Background: an optimization exercise with open tools, aiming at small area. Do not read the settings as production practice. RTL that was checked went through simulation tests only; none was proved equivalent to the original. Power is estimated from default activity; no workload was simulated.

==> exp/zinc <==
==> flow/design.v (excerpt) <==
module game_vga(
	clk,
	reset,
	board1,board2,
	p1_win,p2_win,draw,
	end_of_active_frame,
	end_of_frame,divcntr,
	vga_blank,
	vga_c_sync,
	vga_h_sync,
	vga_v_sync,
	vga_data_enable,
	vga_red,
	vga_green,
	vga_blue
);
clock: 10.0 ns
lec_check: 0
cap_margin: 0
core_margin: 2
core_utilization: 70
slew_margin: 0
standard.sh (not shown) runs the stock make flow with config.mk's settings and CLKGATE_MAP_FILE= SYNTH_SCRIPT=/design/flow/synth_recipe.tcl, a recipe that flattens the netlist after the stock synthesis.
==> flow/flow/run.sh <==
#!/bin/bash
# The standard layout with these changes:
#  - synthesis maps logic with an area-oriented ABC script (flow/area.abc);
#  - every port still gets a buffer, but the smallest buffer cell;
#  - clock tree synthesis uses larger sink clusters and no dummy loads.
# The make output goes to standard.log here; each ORFS step keeps its own
# log under orfs/logs.
set -euo pipefail
W=$PWD
export AREA_ABC_SCRIPT=$W/flow/area.abc
export FLOW_SYNTH_TCL=$W/synth_recipe.tcl
export BUFFER_PORTS_ARGS="-buffer_cell sky130_fd_sc_hd__buf_1"
export CTS_ARGS="-sink_clustering_enable -repair_clock_nets -sink_clustering_size 20 -sink_clustering_max_diameter 80 -buf_list sky130_fd_sc_hd__clkbuf_16 -dont_use_dummy_load"
sed "s#SYNTH_SCRIPT=[^ ]*#SYNTH_SCRIPT=$W/flow/synth_area.tcl#" standard.sh > std_area.sh
grep -q "SYNTH_SCRIPT=$W/flow/synth_area.tcl" std_area.sh
bash std_area.sh finish > standard.log 2>&1
==> flow/flow/area.abc <==
strash
dch -f
amap -m
&get -n
&st
&dch -f
&nf -R 1000
&put
topo
stime -c
==> flow/flow/synth_area.tcl <==
# The standard flow's synthesis script, with ABC's technology mapping run on an
# area-oriented script (flow/area.abc) in place of ORFS's speed script.
# Registers are mapped before ABC runs, so they are the same as the standard flow's.
proc abc {args} {
  set i [lsearch -exact $args -script]
  if { $i >= 0 } { lset args [expr {$i + 1}] $::env(AREA_ABC_SCRIPT) }
  yosys abc {*}$args
}
source $::env(FLOW_SYNTH_TCL)
==> exp/sierra (differences from exp/zinc) <==
--- a/flow/design.v
+++ b/flow/design.v
@@ -171,67 +171,25 @@
 		s = s | (q[i] & {12{sel[i]}});
 end
 wire [5:0] sr = s[11:6];
 wire [5:0] sc = s[5:0];
 function oring(input [4:0] a, input [4:0] b);
 	begin
-		case ({a, b})
-		10'd15, 10'd16, 10'd17, 10'd47, 10'd48, 10'd49, 10'd79, 10'd80,
-		10'd81, 10'd111, 10'd112, 10'd113, 10'd143, 10'd144, 10'd145, 10'd175,
-		10'd176, 10'd177, 10'd206, 10'd207, 10'd208, 10'd238, 10'd239, 10'd240,
-		10'd269, 10'd270, 10'd271, 10'd272, 10'd301, 10'd302, 10'd303, 10'd332,
-		10'd333, 10'd334, 10'd363, 10'd364, 10'd365, 10'd366, 10'd394, 10'd395,
-		10'd396, 10'd397, 10'd424, 10'd425, 10'd426, 10'd427, 10'd428, 10'd454,
-		10'd455, 10'd456, 10'd457, 10'd458, 10'd459, 10'd480, 10'd481, 10'd482,
-		10'd483, 10'd484, 10'd485, 10'd486, 10'd487, 10'd488, 10'd489, 10'd512,
-		10'd513, 10'd514, 10'd515, 10'd516, 10'd517, 10'd518, 10'd519, 10'd520,
-		10'd544, 10'd545, 10'd546, 10'd547, 10'd548, 10'd549: oring = 1'b1;
-		10'd26, 10'd27, 10'd28, 10'd29, 10'd30, 10'd31, 10'd58, 10'd59,
-		10'd60, 10'd61, 10'd62, 10'd63, 10'd90, 10'd91, 10'd92, 10'd93,
-		10'd94, 10'd95, 10'd122, 10'd123, 10'd124, 10'd125, 10'd126, 10'd127,
-		10'd154, 10'd155, 10'd156, 10'd157, 10'd158, 10'd159, 10'd186, 10'd187,
-		10'd188, 10'd189, 10'd190, 10'd191, 10'd218, 10'd219, 10'd220, 10'd221,
-		10'd222, 10'd223, 10'd250, 10'd251, 10'd252, 10'd253, 10'd254, 10'd255,
-		10'd282, 10'd283, 10'd284, 10'd285, 10'd286, 10'd287, 10'd314, 10'd315,
-		10'd316, 10'd317, 10'd318, 10'd319, 10'd346, 10'd347, 10'd348, 10'd349,
-		10'd350, 10'd351, 10'd378, 10'd379, 10'd380, 10'd381, 10'd382, 10'd383,
-		10'd410, 10'd411, 10'd412, 10'd413, 10'd414, 10'd415, 10'd442, 10'd443,
-		10'd444, 10'd445, 10'd446, 10'd447, 10'd474, 10'd475, 10'd476, 10'd477,
-		10'd478, 10'd479, 10'd506, 10'd507, 10'd508, 10'd509, 10'd510, 10'd511,
-		10'd538, 10'd539, 10'd540, 10'd541, 10'd542, 10'd543, 10'd570, 10'd571,
-		10'd572, 10'd573, 10'd574, 10'd575, 10'd602, 10'd603, 10'd604, 10'd605,
-		10'd606, 10'd607, 10'd634, 10'd635, 10'd636, 10'd637, 10'd638, 10'd639,
-		10'd666, 10'd667, 10'd668, 10'd669, 10'd670, 10'd671, 10'd698, 10'd699,
-		10'd700, 10'd701, 10'd702, 10'd703, 10'd730, 10'd731, 10'd732, 10'd733,
-		10'd734, 10'd735, 10'd762, 10'd763, 10'd764, 10'd765, 10'd766, 10'd767,
-		10'd794, 10'd795, 10'd796, 10'd797, 10'd798, 10'd799, 10'd826, 10'd827,
-		10'd828, 10'd829, 10'd830, 10'd831, 10'd832, 10'd833, 10'd834, 10'd835,
-		10'd836, 10'd837, 10'd838, 10'd839, 10'd840, 10'd841, 10'd842, 10'd843,
-		10'd844, 10'd845, 10'd846, 10'd847, 10'd848, 10'd849, 10'd850, 10'd851,
-		10'd852, 10'd853, 10'd854, 10'd855, 10'd856, 10'd857, 10'd858, 10'd859,
-		10'd860, 10'd861, 10'd862, 10'd863, 10'd864, 10'd865, 10'd866, 10'd867,
-		10'd868, 10'd869, 10'd870, 10'd871, 10'd872, 10'd873, 10'd874, 10'd875,
-		10'd876, 10'd877, 10'd878, 10'd879, 10'd880, 10'd881, 10'd882, 10'd883,
-		10'd884, 10'd885, 10'd886, 10'd887, 10'd888, 10'd889, 10'd890, 10'd891,
-		10'd892, 10'd893, 10'd894, 10'd895, 10'd896, 10'd897, 10'd898, 10'd899,
-		10'd900, 10'd901, 10'd902, 10'd903, 10'd904, 10'd905, 10'd906, 10'd907,
-		10'd908, 10'd909, 10'd910, 10'd911, 10'd912, 10'd913, 10'd914, 10'd915,
-		10'd916, 10'd917, 10'd918, 10'd919, 10'd920, 10'd921, 10'd922, 10'd923,
-		10'd924, 10'd925, 10'd926, 10'd927, 10'd928, 10'd929, 10'd930, 10'd931,
-		10'd932, 10'd933, 10'd934, 10'd935, 10'd936, 10'd937, 10'd938, 10'd939,
-		10'd940, 10'd941, 10'd942, 10'd943, 10'd944, 10'd945, 10'd946, 10'd947,
-		10'd948, 10'd949, 10'd950, 10'd951, 10'd952, 10'd953, 10'd954, 10'd955,
-		10'd956, 10'd957, 10'd958, 10'd959, 10'd960, 10'd961, 10'd962, 10'd963,
-		10'd964, 10'd965, 10'd966, 10'd967, 10'd968, 10'd969, 10'd970, 10'd971,
-		10'd972, 10'd973, 10'd974, 10'd975, 10'd976, 10'd977, 10'd978, 10'd979,
-		10'd980, 10'd981, 10'd982, 10'd983, 10'd984, 10'd985, 10'd986, 10'd987,
-		10'd988, 10'd989, 10'd990, 10'd991, 10'd992, 10'd993, 10'd994, 10'd995,
-		10'd996, 10'd997, 10'd998, 10'd999, 10'd1000, 10'd1001, 10'd1002, 10'd1003,
-		10'd1004, 10'd1005, 10'd1006, 10'd1007, 10'd1008, 10'd1009, 10'd1010, 10'd1011,
-		10'd1012, 10'd1013, 10'd1014, 10'd1015, 10'd1016, 10'd1017, 10'd1018, 10'd1019,
-		10'd1020, 10'd1021, 10'd1022, 10'd1023: oring = 1'bx;
+		case (a)
+		5'd0, 5'd1, 5'd2, 5'd3, 5'd4, 5'd5: oring = b >= 15 && b <= 17;
+		5'd6, 5'd7:  oring = b >= 14 && b <= 16;
+		5'd8:  oring = b >= 13 && b <= 16;
+		5'd9:  oring = b >= 13 && b <= 15;
+		5'd10: oring = b >= 12 && b <= 14;
+		5'd11: oring = b >= 11 && b <= 14;
+		5'd12: oring = b >= 10 && b <= 13;
+		5'd13: oring = b >= 8 && b <= 12;
+		5'd14: oring = b >= 6 && b <= 11;
+		5'd15: oring = b <= 9;
+		5'd16: oring = b <= 8;
+		5'd17: oring = b <= 5;
 		default: oring = 1'b0;
 		endcase
 	end
 endfunction
 wire rl = ~sr[5] & sr[4] & sr[3] & sr[0];	 
 wire cl = ~sc[5] & sc[4] & sc[3] & sc[0];
==> flow/run.sh (new file) <==
#!/bin/bash
# synth_recipe.tcl (not shown) runs the flow's synth.tcl, then flattens the netlist and writes it again
# the make line also repeats each setting of config.mk as NAME=value (left out here)
make -C /OpenROAD-flow-scripts/flow DESIGN_CONFIG=/design/flow/config.mk WORK_HOME=/design/flow/orfs CLKGATE_MAP_FILE= SYNTH_SCRIPT=/design/flow/synth_recipe.tcl finish
Settings changed: CTS_BUF_LIST from default to sky130_fd_sc_hd__clkbuf_16, CTS_CLUSTER_DIAMETER from default to 100, CTS_CLUSTER_SIZE from default to 22.
removed: flow/flow/run.sh
removed: flow/flow/area.abc
removed: flow/flow/synth_area.tcl
removed: flow/standard.sh
==> flow_summary.json <==
{
  "final.min_clock_period_ns": 6.04,
  "routed-wl-met2_mm": 14.2,
  "nNonClkBuffers": 67,
  "status": "no timing/DRC/antenna violations",
  "reg2reg_slack_ns": 3.96,
  "taps": 216,
  "cp.depth": 23,
  "combPwrFrac_pct": 14.5,
  "clock_power_share_pct": 26.9,
  "synth_mux_area_share_pct": 0.270,
  "p_seq_uw": 1280
}
(the above is from exp/zinc)
==> flow_summary.json <==
{
  "status": "no timing/DRC/antenna violations",
  "synth_fa_ha_area_share_pct": 2.92,
  "taps": 220,
  "synth_mux_area_share_pct": 0.458,
  "worst-path-max-fanout": 52,
  "multi_input_area_share_pct": 33.6,
  "cp.depth": 19,
  "combPwrFrac_pct": 16.7,
  "p_seq_uw": 1260,
  "final.min_clock_period_ns": 5.61,
  "reg2reg_slack_ns": 4.39,
  "routed-wl-met2_mm": 14.6,
  "nNonClkBuffers": 71
}
(the above is from exp/sierra)
Function not checked in exp/zinc: the RTL went through the layout flow alone.

* * *

==> exp/lagoon: inputs <==
==> flow/design.v <==
module game_vga(
	clk,
	reset,
	board1,board2,
	p1_win,p2_win,draw,
	end_of_active_frame,
	end_of_frame,divcntr,
	vga_blank,
	vga_c_sync,
	vga_h_sync,
	vga_v_sync,
	vga_data_enable,
	vga_red,
	vga_green,
	vga_blue
);
input			clk;
input			reset;
input	[9:1]	board1,board2;
input			p1_win,p2_win,draw;
output			divcntr;
output			end_of_active_frame;
output			end_of_frame;
output			vga_blank;
output			vga_c_sync;
output			vga_h_sync;
output			vga_v_sync;
output			vga_data_enable;
output	[7:0]	vga_red;
output	[7:0]	vga_green;
output	[7:0]	vga_blue;
wire [9:0] px, ln;
wire dv;
vga_timing tim(.clk(clk), .reset(reset), .px(px), .ln(ln), .dv(dv),
	.end_of_active_frame(end_of_active_frame), .end_of_frame(end_of_frame),
	.vga_blank(vga_blank), .vga_c_sync(vga_c_sync), .vga_h_sync(vga_h_sync),
	.vga_v_sync(vga_v_sync), .vga_data_enable(vga_data_enable));
assign divcntr = dv;
wire active, in_pic, grid;
wire [9:1] pic, in1, in2;
board_regions reg_i(.px(px), .ln(ln), .active(active), .pic(pic), .in_pic(in_pic),
	.in1(in1), .in2(in2), .grid(grid));
wire b2any = |board2;
wire [9:1] enx = {9{dv}} & pic & (board1 | {4'b0, p1_win & b2any, 4'b0});
wire [9:1] eno = {9{dv}} & pic & (board2 | {4'b0, p2_win & ~p1_win & b2any, 4'b0});
wire bitx, bito;
x_counters xc_i(.clk(clk), .reset(reset), .sel(pic), .en(enx), .bit_out(bitx));
o_counters oc_i(.clk(clk), .reset(reset), .sel(pic), .en(eno), .bit_out(bito));
wire hit1 = |(board1 & in1);
wire hit2 = |(board2 & in2);
reg cw, cg;
always @(posedge clk) begin
	if (reset) begin
		cw <= 1'b0;
		cg <= 1'b0;
	end else if (dv) begin
		if (!active) begin
			cw <= 1'b0;
			cg <= 1'b0;
		end else if (p1_win & b2any) begin
			cw <= pic[5] & bitx;
			cg <= 1'b1;
		end else if (p2_win & b2any) begin
			cw <= pic[5] & bito;
			cg <= 1'b1;
		end else if (draw & b2any) begin
			cw <= 1'b1;
			cg <= 1'b1;
		end else if (hit2) begin
			cw <= in_pic & bito;
			cg <= 1'b1;
		end else if (hit1) begin
			cw <= in_pic & bitx;
			cg <= 1'b1;
		end else begin
			cw <= grid;
			cg <= grid;
		end
	end
end
wire [7:0] col = {cw, cw, cw, cg, cg, cw, cw, cg};
assign vga_red   = col;
assign vga_green = col;
assign vga_blue  = col;
endmodule
module vga_timing(
	input clk, input reset,
	output reg [9:0] px, output reg [9:0] ln, output reg dv,
	output end_of_active_frame, output end_of_frame,
	output vga_blank, output vga_c_sync, output vga_h_sync, output vga_v_sync,
	output vga_data_enable
);
reg pr;		 
wire px_last = px[9] & px[8] & (&px[4:0]);
wire ln_last = ln[9] & ln[3] & ln[2];
always @(posedge clk) begin
	if (reset) begin
		dv <= 1'b0;
		px <= 10'd780;
		ln <= 10'd524;
		pr <= 1'b1;
	end else begin
		dv <= ~dv;
		if (dv) pr <= 1'b0;
		if (!dv) begin
			if (px_last) begin
				px <= 10'd0;
				ln <= ln_last ? 10'd0 : ln + 10'd1;
			end else
				px <= px + 10'd1;
		end
	end
end
assign end_of_frame        = ln_last & px_last;
assign end_of_active_frame = (ln == 10'd479) & (px == 10'd639);
wire hs = (px >= 10'd657 && px <= 10'd751) | (px == 10'd656 && !dv) | (px == 10'd752 && dv);
wire vs = (dv && px == 10'd0) ? (ln >= 10'd491 && ln <= 10'd492) : (ln >= 10'd490 && ln <= 10'd491);
wire den = (ln < 10'd480) & (dv ? (px >= 10'd1 && px <= 10'd640) : (px < 10'd640));
assign vga_h_sync = ~hs;
assign vga_v_sync = ~vs;
assign vga_c_sync = ~(hs ^ vs);
assign vga_data_enable = den;
assign vga_blank = den | pr;
endmodule
module board_regions(
	input [9:0] px, input [9:0] ln,
	output active, output [9:1] pic, output in_pic,
	output [9:1] in1, output [9:1] in2, output grid
);
assign active = (px < 10'd640) & (ln < 10'd480);
wire cA = px >= 10'd61  && px <= 10'd110;
wire cB = px >= 10'd301 && px <= 10'd350;
wire cC = px >= 10'd551 && px <= 10'd600;
wire rA = ln >= 10'd41  && ln <= 10'd90;
wire rB = ln >= 10'd221 && ln <= 10'd270;
wire rC = ln >= 10'd381 && ln <= 10'd430;
assign pic = {rC & cC, rC & cB, rC & cA, rB & cC, rB & cB, rB & cA, rA & cC, rA & cB, rA & cA};
assign in_pic = (cA | cB | cC) & (rA | rB | rC);
wire oc0  = px <= 10'd210;
wire oc0n = px >= 10'd1 && px <= 10'd210;
wire oc1  = px >= 10'd217 && px <= 10'd423;
wire oc2  = px >= 10'd430;
wire oc2b = px >= 10'd429;
wire or0  = ln <= 10'd157;
wire or0n = ln >= 10'd1 && ln <= 10'd157;
wire or1  = ln >= 10'd164 && ln <= 10'd317;
wire or2  = ln >= 10'd324;
assign grid = (px >= 10'd211 && px <= 10'd215) || (px >= 10'd424 && px <= 10'd428) ||
              (ln >= 10'd158 && ln <= 10'd162) || (ln >= 10'd318 && ln <= 10'd322);
assign in1 = {or2 & oc2, or2 & oc1, or2 & oc0n, or1 & oc2, or1 & oc1, or1 & oc0n, or0 & oc2, or0 & oc1, or0 & oc0};
assign in2 = {or2 & oc2b, or2 & oc1, or2 & oc0n, or1 & oc2, or1 & oc1, or1 & oc0n, or0n & oc2, or0n & oc1, or0n & oc0};
endmodule
module x_counters(
	input clk, input reset, input [9:1] sel, input [9:1] en, output bit_out
);
reg [5:0] r [1:9];
reg [5:0] c [1:9];
reg [5:0] sr, sc;
integer i;
always @* begin
	sr = 6'd0; sc = 6'd0;
	for (i = 1; i <= 9; i = i + 1) begin
		sr = sr | (r[i] & {6{sel[i]}});
		sc = sc | (c[i] & {6{sel[i]}});
	end
end
wire rl = sr[5] & sr[4] & sr[0];	 
wire cl = sc[5] & sc[4] & sc[0];
reg [6:0] d, s;
reg b;
always @* begin
	d = {1'b0, sc} - {1'b0, sr};
	s = {1'b0, sc} + {1'b0, sr};
	if (rl)
		b = (sc == 6'd1) | (sc == 6'd48);
	else
		b = (sr != 6'd0) & (sc != 6'd0) & ((d <= 7'd2) | (s >= 7'd48 && s <= 7'd50));
end
assign bit_out = b;
wire [5:0] nc = reset ? 6'd49 : (cl ? 6'd0 : sc + 6'd1);
wire [5:0] nr = reset ? 6'd49 : (cl ? (rl ? 6'd0 : sr + 6'd1) : sr);
genvar k;
generate
for (k = 1; k <= 9; k = k + 1) begin : cnt
	always @(posedge clk)
		if (reset | en[k]) begin
			r[k] <= nr;
			c[k] <= nc;
		end
end
endgenerate
endmodule
module o_counters(
	input clk, input reset, input [9:1] sel, input [9:1] en, output bit_out
);
reg [5:0] r [1:9];
reg [5:0] c [1:9];
reg [5:0] sr, sc;
integer i;
always @* begin
	sr = 6'd0; sc = 6'd0;
	for (i = 1; i <= 9; i = i + 1) begin
		sr = sr | (r[i] & {6{sel[i]}});
		sc = sc | (c[i] & {6{sel[i]}});
	end
end
function oring(input [4:0] a, input [4:0] b);
	begin
		case (a)
		5'd0, 5'd1, 5'd2, 5'd3, 5'd4, 5'd5: oring = b >= 15 && b <= 17;
		5'd6, 5'd7:  oring = b >= 14 && b <= 16;
		5'd8:  oring = b >= 13 && b <= 16;
		5'd9:  oring = b >= 13 && b <= 15;
		5'd10: oring = b >= 12 && b <= 14;
		5'd11: oring = b >= 11 && b <= 14;
		5'd12: oring = b >= 10 && b <= 13;
		5'd13: oring = b >= 8 && b <= 12;
		5'd14: oring = b >= 6 && b <= 11;
		5'd15: oring = b <= 9;
		5'd16: oring = b <= 8;
		5'd17: oring = b <= 5;
		default: oring = 1'b0;
		endcase
	end
endfunction
wire rl = ~sr[5] & sr[4] & sr[3] & sr[0];	 
wire cl = ~sc[5] & sc[4] & sc[3] & sc[0];
assign bit_out = oring(sr[4:0], sc[4:0]) | (rl & ~sc[5] & sc[4] & sc[3] & ~sc[0]);
function [5:0] fstep(input [5:0] v);
	begin
		if (v[5])
			fstep = (v[4:1] == 4'd0) ? 6'd0 : {1'b1, v[4:0] - 5'd1};
		else
			fstep = (v[4] & v[3] & v[0]) ? {1'b1, 5'd24} : {1'b0, v[4:0] + 5'd1};
	end
endfunction
wire [5:0] nc = reset ? 6'd25 : fstep(sc);
wire [5:0] nr = reset ? 6'd25 : (cl ? fstep(sr) : sr);
genvar k;
generate
for (k = 1; k <= 9; k = k + 1) begin : cnt
	always @(posedge clk)
		if (reset | en[k]) begin
			r[k] <= nr;
			c[k] <= nc;
		end
end
endgenerate
endmodule
==> flow/run.sh <==
#!/bin/bash
# synth_recipe.tcl (not shown) runs the flow's synth.tcl, then flattens the netlist and writes it again
# the make line also repeats each setting of config.mk as NAME=value (left out here)
make -C /OpenROAD-flow-scripts/flow DESIGN_CONFIG=/design/flow/config.mk WORK_HOME=/design/flow/orfs CLKGATE_MAP_FILE= SYNTH_SCRIPT=/design/flow/synth_recipe.tcl finish
==> flow/config.mk <==
export PLATFORM = sky130hd
export DESIGN_NAME = game_vga
export DESIGN_NICKNAME = game_vga
export VERILOG_FILES = /design/flow/design.v
export SDC_FILE = /design/flow/constraint.sdc
export NUM_CORES = 4
export LEC_CHECK = 0
export CAP_MARGIN = 0
export CORE_MARGIN = 2
export CORE_UTILIZATION = 70
export CTS_BUF_LIST = sky130_fd_sc_hd__clkbuf_8
export CTS_CLUSTER_SIZE = 30
export SLEW_MARGIN = 0
==> flow/constraint.sdc <==
create_clock -name core_clock -period 10.0 [get_ports {clk}]
set_input_delay 2.0000 -clock core_clock [delete_from_list [all_inputs] [get_ports {clk}]]
set_output_delay 2.0000 -clock core_clock [all_outputs]
set_load 0.01 [all_outputs]
==> inputs of exp/nickel, as changes to exp/lagoon <==
==> flow/config.mk (replaced) <==
export PLATFORM = sky130hd
export DESIGN_NAME = game_vga
export DESIGN_NICKNAME = game_vga
export VERILOG_FILES = /design/flow/design.v
export SDC_FILE = /design/flow/constraint.sdc
export NUM_CORES = 4
export LEC_CHECK = 0
export CAP_MARGIN = 20
export CORE_MARGIN = 2
export CORE_UTILIZATION = 40
export SLEW_MARGIN = 20
==> inputs of exp/maple, as changes to exp/lagoon <==
--- a/flow/config.mk
+++ b/flow/config.mk
@@ -10,4 +10,3 @@
 export CORE_UTILIZATION = 70
-export CTS_BUF_LIST = sky130_fd_sc_hd__clkbuf_8
-export CTS_CLUSTER_SIZE = 30
+export CTS_BUF_LIST = sky130_fd_sc_hd__clkbuf_4
 export SLEW_MARGIN = 0
==> notes <==
The highest global-route usage belongs to exp/lagoon, the lowest to exp/nickel.
The lowest clock-buffer cell count belongs to exp/nickel, the highest to exp/maple.
The highest sequential share of layout area belongs to exp/lagoon, the lowest to exp/nickel.
Worst setup slack: exp/nickel is lower than exp/maple (0.049 ns).
In exp/maple the worst hold slack is worse than in exp/nickel, by 0.0032 ns.
Fmax: exp/nickel < exp/maple < exp/lagoon.
Sequential power is about the same in exp/lagoon and exp/nickel.
The highest core utilization belongs to exp/maple, the lowest to exp/nickel.
Between exp/nickel and exp/lagoon, the lower clock skew is in exp/nickel (gap 0.013 ns).
Sequential cell count is the same in exp/lagoon and exp/maple.
==> figures <==
metric                                                        exp/lagoon                exp/nickel                 exp/maple
Pre-Repair DR Iteration Count                                          9                         8                         9
Data required time of the worst path                            10.41 ns                  10.42 ns                  10.54 ns
Area of the die                                              0.0191 mm^2               0.0330 mm^2               0.0191 mm^2
Launch point of the worst path                                 tim.ln[2]                 tim.ln[1]                 tim.ln[2]
Slowest cell on the critical path               sky130_fd_sc_hd__dfxtp_1  sky130_fd_sc_hd__a221o_1  sky130_fd_sc_hd__dfxtp_1
R2r setup slk                                                    4.12 ns                   4.01 ns                   4.06 ns
Worst-case setup slack after placement                           4.25 ns                   4.12 ns                   4.25 ns
Final Cycle Share                                                  58.8%                     59.9%                     59.4%
Status                                  no timing/DRC/antenna violations  no timing/DRC/antenna violations  no timing/DRC/antenna violations
Antenna diode count                                                    0                         0                         1
Via density                                                         7.16                      6.34                      7.05
Height of the die                                                 138 um                    182 um                    138 um
Buffer and inverter count on the worst path                            2                         3                         2
Clock Buffer Count                                                    40                        29                        83
Final cell count without fillers                                   1,383                     1,539                     1,427
Gate power share                                                    3.7%                      3.5%                      3.8%
Switching Fraction                                                 22.8%                     21.2%                     22.9%
H-tree Lvls                                                            2                         1                         2
Starting Density                                                   70.8%                     40.4%                     70.8%
Largest incremental delay on the critical path                   0.62 ns                   0.65 ns                   0.63 ns
Fin Clk Skew                                                   0.0291 ns                 0.0161 ns                 0.0573 ns

==> port drivers added, routing unchanged <==
In the flow no input, the clock included, has a driving cell. The finished layouts below were timed again as built, in two steps. Step 1, drivers: a clkbuf_16 drives clk and a buf_2 each remaining input, both assumed. Step 2 also shifts input and output timing later by t, the mid clock arrival at the registers, as if the neighbouring blocks saw the same clock. a / b / c = no drivers / after step 1 / after step 2; a / b = the first two.
run	t, ns	slack for setup (ns)	worst setup path at the end
exp/zinc	0.512	3.956 / 3.956 / 3.956	register to register
exp/sierra	0.531	4.386 / 4.386 / 4.386	register to register
exp/lagoon	0.589	4.125 / 4.125 / 4.125	register to register
exp/nickel	0.598	4.011 / 4.011 / 4.011	register to register
exp/maple	0.728	4.060 / 4.060 / 4.060	register to register
After both steps every run listed still meets setup and hold.
